What follows belongs to an exercise in optimizing a design on an open flow for small area and a short achievable clock period; a production flow would make more cautious choices.
The RTL was checked by simulation tests, not by an equivalence proof against the original design.
The clock port is modelled as an ideal driver, which makes a skipped or thinned clock tree look cheaper than it is; a real chip needs a root buffer or a tree.
Power and IR drop assume default switching activity.

==> branch raven: inputs <==
==> flow/design.v <==
`timescale 1ns / 1ps
module Extra2LPTop(
    input clk,
    input rst,
    input [31:0] A_in,
    input [31:0] B_in,
    input [31:0] C_in,
    output [35:0] Q
    );
    localparam B1 = 11;    
    localparam B2 = 22;
    wire [31:0] c_sh = {2'b00, C_in[31:2]};
    wire [31:0] s0 = A_in ^ B_in ^ c_sh;
    wire [31:0] k0 = (A_in & B_in) | (A_in & c_sh) | (B_in & c_sh);
    wire [33:0] x0 = {2'b00, s0};
    wire [33:0] y0 = {1'b0, k0, 1'b0};
    wire [33:0] p0 = x0 ^ y0;
    reg [32:1] y1;           
    reg [33:0] p1;
    reg [1:0]  cl1;
    always @(posedge clk) begin
        y1  <= y0[32:1];
        p1  <= p0;
        cl1 <= C_in[1:0];
    end
    wire [32:0] g1 = {y1, 1'b0} & ~p1[32:0];
    reg [33:0] gg, pp;       
    reg [33:0] cin;          
    reg [2:0]  cout;         
    integer i, l, st;
    always @(*) begin
        gg = {1'b0, g1};
        pp = p1;
        for (l = 1; l < 32; l = l * 2) begin
            for (i = 33; i >= 0; i = i - 1) begin
                st = (i >= B2) ? B2 : (i >= B1) ? B1 : 0;
                if (((i - st) & l) != 0 && ((i - st) & ~(l - 1)) - 1 + st >= st) begin
                    gg[i] = gg[i] | (pp[i] & gg[((i - st) & ~(2*l - 1)) + l - 1 + st]);
                    pp[i] = pp[i] & pp[((i - st) & ~(2*l - 1)) + l - 1 + st];
                end
            end
        end
        cin = 34'd0;
        for (i = 1; i < 34; i = i + 1)
            if (i != B1 && i != B2) cin[i] = gg[i-1];
        cout[0] = gg[B1-1];
        cout[1] = gg[B2-1];
    end
    wire [33:0] u1 = p1 ^ cin;
    reg        ph;
    reg        qa, qb;
    reg [33:0] u2;
    reg [1:0]  co2;
    reg [1:0]  cl2;
    reg [35:0] result;
    wire c_b1 = co2[0];
    wire c_b2 = co2[1] | (co2[0] & (&u2[B2-1:B1]));
    reg [B2-B1-1:0] mid;
    reg [33-B2:0]   top;
    integer j;
    always @(*) begin
        for (j = B1; j < B2; j = j + 1)
            mid[j-B1] = u2[j] ^ (c_b1 & (&(u2 | ~(((34'd1 << j) - 34'd1) & ~((34'd1 << B1) - 34'd1)))));
        for (j = B2; j < 34; j = j + 1)
            top[j-B2] = u2[j] ^ (c_b2 & (&(u2 | ~(((34'd1 << j) - 34'd1) & ~((34'd1 << B2) - 34'd1)))));
    end
    always @(posedge clk) begin
        if (rst) begin
            ph <= 1'b1;
            qa <= 1'b1;
            qb <= 1'b0;
        end else begin
            ph <= ~ph;
            qa <= ~qa;
            qb <= ~qb;
        end
        if (ph) begin
            u2  <= u1;
            co2 <= cout[1:0];
            cl2 <= cl1;
        end
        result <= ({top, mid, u2[B1-1:0], cl2} & {36{qa}}) | (result & {36{qb}});
    end
    assign Q = result;
endmodule
==> flow/flow/run.sh <==
#!/bin/bash
# Standard ORFS layout (the standard.sh, standard synthesis), with:
#  - port buffers of sky130_fd_sc_hd__buf_1 instead of the default delay buffer
#  - a two-level clock tree (flow/clocktree.tcl, run as the CTS step's PRE hook):
#    the clock port drives four clkbuf_16, each driving two clkbuf_8 that drive
#    an eighth of the flip-flops each; the CTS step's timing repair and placement
#    run as usual
cp standard.sh standard_sh.log
export BUFFER_PORTS_ARGS="-buffer_cell sky130_fd_sc_hd__buf_1"
export PRE_CTS_TCL="$PWD/flow/clocktree.tcl"
bash standard.sh > standard.log 2>&1
==> flow/flow/clocktree.tcl <==
# PRE_CTS_TCL hook: a two-level clock tree built by hand, in place of
# clock_tree_synthesis. The clock port drives four top buffers; each drives
# the leaf buffers of one quarter of the flip-flops (split at the median x,
# then the median y); each leaf buffer drives an equal share of its quarter
# (split again at medians) and sits at its group's centroid. Every
# flip-flop is two buffers from the port, so the tree adds no intended skew.
set top_cell  sky130_fd_sc_hd__clkbuf_16
set leaf_cell sky130_fd_sc_hd__clkbuf_8
set nleaf 2                   ;# leaf buffers per quarter: 1, 2 or 4
set block [ord::get_db_block]
set db [ord::get_db]
set clknet [$block findNet clk]
set sinks {}
foreach it [$clknet getITerms] {
  if {[$it isInputSignal]} {
    set xy [$it getAvgXY]
    lappend sinks [list $it [lindex $xy 1] [lindex $xy 2]]
  }
}
puts "manual clock tree: [llength $sinks] sinks"
proc split_half {lst idx} {
  set s [lsort -real -index $idx $lst]
  set n [expr {[llength $s] / 2}]
  return [list [lrange $s 0 [expr {$n - 1}]] [lrange $s $n end]]
}
# split along the wider side of the group's bounding box
proc split_wide {lst} {
  set xs [lsort -real [lmap s $lst {lindex $s 1}]]
  set ys [lsort -real [lmap s $lst {lindex $s 2}]]
  if {[lindex $xs end] - [lindex $xs 0] >= [lindex $ys end] - [lindex $ys 0]} {
    return [split_half $lst 1]
  }
  return [split_half $lst 2]
}
proc centroid {lst} {
  set sx 0; set sy 0
  foreach s $lst { set sx [expr {$sx + [lindex $s 1]}]; set sy [expr {$sy + [lindex $s 2]}] }
  return [list [expr {int($sx / [llength $lst])}] [expr {int($sy / [llength $lst])}]]
}
proc add_buffer {cell name loc innet} {
  set block [ord::get_db_block]
  set db [ord::get_db]
  set inst [odb::dbInst_create $block [$db findMaster $cell] $name]
  $inst setLocation [lindex $loc 0] [lindex $loc 1]
  $inst setPlacementStatus PLACED
  set net [odb::dbNet_create $block "${name}_net"]
  $net setSigType CLOCK
  [$inst findITerm A] connect $innet
  [$inst findITerm X] connect $net
  return $net
}
set quarters {}
foreach hx [split_half $sinks 1] {
  foreach hy [split_half $hx 2] { lappend quarters $hy }
}
set q 0
foreach g $quarters {
  set leaves [list $g]
  while {[llength $leaves] < $nleaf} {
    set next {}
    foreach l $leaves { lappend next {*}[split_wide $l] }
    set leaves $next
  }
  set topnet [add_buffer $top_cell "clkbuf_man_$q" [centroid $g] $clknet]
  set k 0
  foreach l $leaves {
    set net [add_buffer $leaf_cell "clkbuf_man_${q}_$k" [centroid $l] $topnet]
    foreach s $l {
      set it [lindex $s 0]
      $it disconnect
      $it connect $net
    }
    puts "manual clock tree: leaf buffer ${q}_$k drives [llength $l] sinks"
    incr k
  }
  incr q
}
$clknet setSigType CLOCK
set_propagated_clock [all_clocks]
# the tree is built: skip the tool's own clock tree synthesis
rename clock_tree_synthesis clock_tree_synthesis_unused
proc clock_tree_synthesis {args} { puts "clock_tree_synthesis skipped (manual tree)" }
==> flow/standard.sh <==
#!/bin/bash
# synth_recipe.tcl (not shown) runs the flow's synth.tcl, then flattens the netlist and writes it again
# the make line also repeats each setting of config.mk as NAME=value (left out here)
make -C /OpenROAD-flow-scripts/flow DESIGN_CONFIG=/design/flow/config.mk WORK_HOME=/design/flow/orfs CLKGATE_MAP_FILE= SYNTH_SCRIPT=/design/flow/synth_recipe.tcl "${@:-finish}"
==> flow/config.mk <==
export PLATFORM = sky130hd
export DESIGN_NAME = Extra2LPTop
export DESIGN_NICKNAME = Extra2LPTop
export VERILOG_FILES = /design/flow/design.v
export SDC_FILE = /design/flow/constraint.sdc
export NUM_CORES = 4
export LEC_CHECK = 0
export ABC_AREA = 1
export CAP_MARGIN = 20
export CORE_MARGIN = 2
export CORE_UTILIZATION = 60
export PLACE_DENSITY = 0.75
export SETUP_SLACK_MARGIN = 2.45
export SLEW_MARGIN = 20
==> flow/constraint.sdc <==
create_clock -name core_clock -period 4.0 [get_ports {clk}]
set_input_delay 0.8000 -clock core_clock [delete_from_list [all_inputs] [get_ports {clk}]]
set_output_delay 0.8000 -clock core_clock [all_outputs]
set_load 0.01 [all_outputs]
==> branch indigo: changes against branch raven <==
--- a/flow/design.v
+++ b/flow/design.v
@@ -14,16 +14,16 @@
     wire [31:0] k0 = (A_in & B_in) | (A_in & c_sh) | (B_in & c_sh);
     wire [33:0] x0 = {2'b00, s0};
     wire [33:0] y0 = {1'b0, k0, 1'b0};
+    wire [33:0] g0 = x0 & y0;
     wire [33:0] p0 = x0 ^ y0;
-    reg [32:1] y1;           
+    reg [32:0] g1;           
     reg [33:0] p1;
     reg [1:0]  cl1;
     always @(posedge clk) begin
-        y1  <= y0[32:1];
+        g1  <= g0[32:0];
         p1  <= p0;
         cl1 <= C_in[1:0];
     end
-    wire [32:0] g1 = {y1, 1'b0} & ~p1[32:0];
     reg [33:0] gg, pp;       
     reg [33:0] cin;          
     reg [2:0]  cout;         
@@ -49,6 +49,7 @@
     wire [33:0] u1 = p1 ^ cin;
     reg        ph;
     reg        qa, qb;
+    reg        pn;       
     reg [33:0] u2;
     reg [1:0]  co2;
     reg [1:0]  cl2;
@@ -67,18 +68,16 @@
     always @(posedge clk) begin
         if (rst) begin
             ph <= 1'b1;
+            pn <= 1'b0;
             qa <= 1'b1;
             qb <= 1'b0;
         end else begin
             ph <= ~ph;
+            pn <= ~pn;
             qa <= ~qa;
             qb <= ~qb;
         end
-        if (ph) begin
-            u2  <= u1;
-            co2 <= cout[1:0];
-            cl2 <= cl1;
-        end
+        {co2, cl2, u2} <= ({cout[1:0], cl1, u1} & {38{ph}}) | ({co2, cl2, u2} & {38{pn}});
         result <= ({top, mid, u2[B1-1:0], cl2} & {36{qa}}) | (result & {36{qb}});
     end
     assign Q = result;
==> flow/flow/run.sh (replaced) <==
#!/bin/bash
# Standard ORFS layout (the standard.sh, standard synthesis), with:
#  - port buffers of sky130_fd_sc_hd__buf_1 instead of the default delay buffer
#  - clock tree of clkbuf_4 cells under a clkbuf_16 root, without dummy balancing loads
cp standard.sh standard_sh.log
export BUFFER_PORTS_ARGS="-buffer_cell sky130_fd_sc_hd__buf_1"
export CTS_ARGS="-sink_clustering_enable -repair_clock_nets -dont_use_dummy_load -buf_list sky130_fd_sc_hd__clkbuf_4 -root_buf sky130_fd_sc_hd__clkbuf_16"
bash standard.sh > standard.log 2>&1
--- a/flow/config.mk
+++ b/flow/config.mk
@@ -8,7 +8,6 @@
 export ABC_AREA = 1
 export CAP_MARGIN = 20
 export CORE_MARGIN = 2
-export CORE_UTILIZATION = 60
-export PLACE_DENSITY = 0.75
-export SETUP_SLACK_MARGIN = 2.45
+export CORE_UTILIZATION = 40
+export SETUP_SLACK_MARGIN = 2.3
 export SLEW_MARGIN = 20
removed: flow/flow/clocktree.tcl
==> comparison table <==
quantity	branch indigo	branch raven
Outcome	complete, no violations	complete, no violations
Detailed-route via count	4560	4331
Area of the mapped netlist	6000 µm²	6040 µm²
Wire length on met3	688 µm	479 µm
Layout sequential cell count	144	143
Slew at the pin closest to its max-slew limit	0.738 ns	0.907 ns
Sequential cell area fraction in the yosys report	48.1%	53.7%
Crit path to	Q[11]	Q[15]
Post-detailed-routing wire length	12200 µm	11100 µm
Cell internal pwr	2.46 mW	2.91 mW
Area of placed instances	6670 µm²	6690 µm²
Detail-routed net length per standard cell	12.6 µm	12.7 µm
Met2 Track Usage GR	28.7%	38.3%
Synth top area share	48.1%	34.8%
Sequential cell area share	42.0%	44.7%
Worst VDD drop	243 µV	300 µV
Worst-case hold slack	0.454 ns	0.417 ns
Worst setup timing slack at the placement stage	2.16 ns	2.29 ns
Placeable core region	14600 µm²	9770 µm²
Standard cell with the maximum stage delay on the critical path	sky130_fd_sc_hd__dfxtp_1	sky130_fd_sc_hd__dfxtp_2
Final net count	956	874
Post-detailed-route via-to-cell ratio	4.73	4.96
Vertical die dimension	126 µm	104 µm
In branch raven the design's own scripts or RTL, not TritonCTS, make the clock network.

## port drivers added, routing unchanged
Ports are ideal in the flow. The routed layouts listed here were re-timed in OpenROAD.
Step 1 sets driving cells, clkbuf_16 on the clock port and buf_2 on the other inputs (assumed; they add their load-dependent delay and slew).
Step 2 adds t to the input delays and takes it off the output delays; t is the mean of the earliest and latest rising clock arrival at the registers after step 1. Input paths then give back, and output paths get back, about the clock's delay inside the block.
a / b / c = ideal ports / drivers / drivers and shift; a / b = the first two.
run | shift t [ns] | slack for setup (ns) | worst setup path at the end | worst register clock-pin slew, ns
branch raven | 0.360 | 2.438 / 2.354 / 2.295 | input to register | 0.11 / 0.11
branch indigo | 0.384 | 2.341 / 2.302 / 2.171 | input to register | 0.11 / 0.11
After both steps setup and hold are still met in every run listed. The setup slack of branch indigo, which loses most, moves by -0.039 ns with the drivers and by -0.170 ns with both steps.
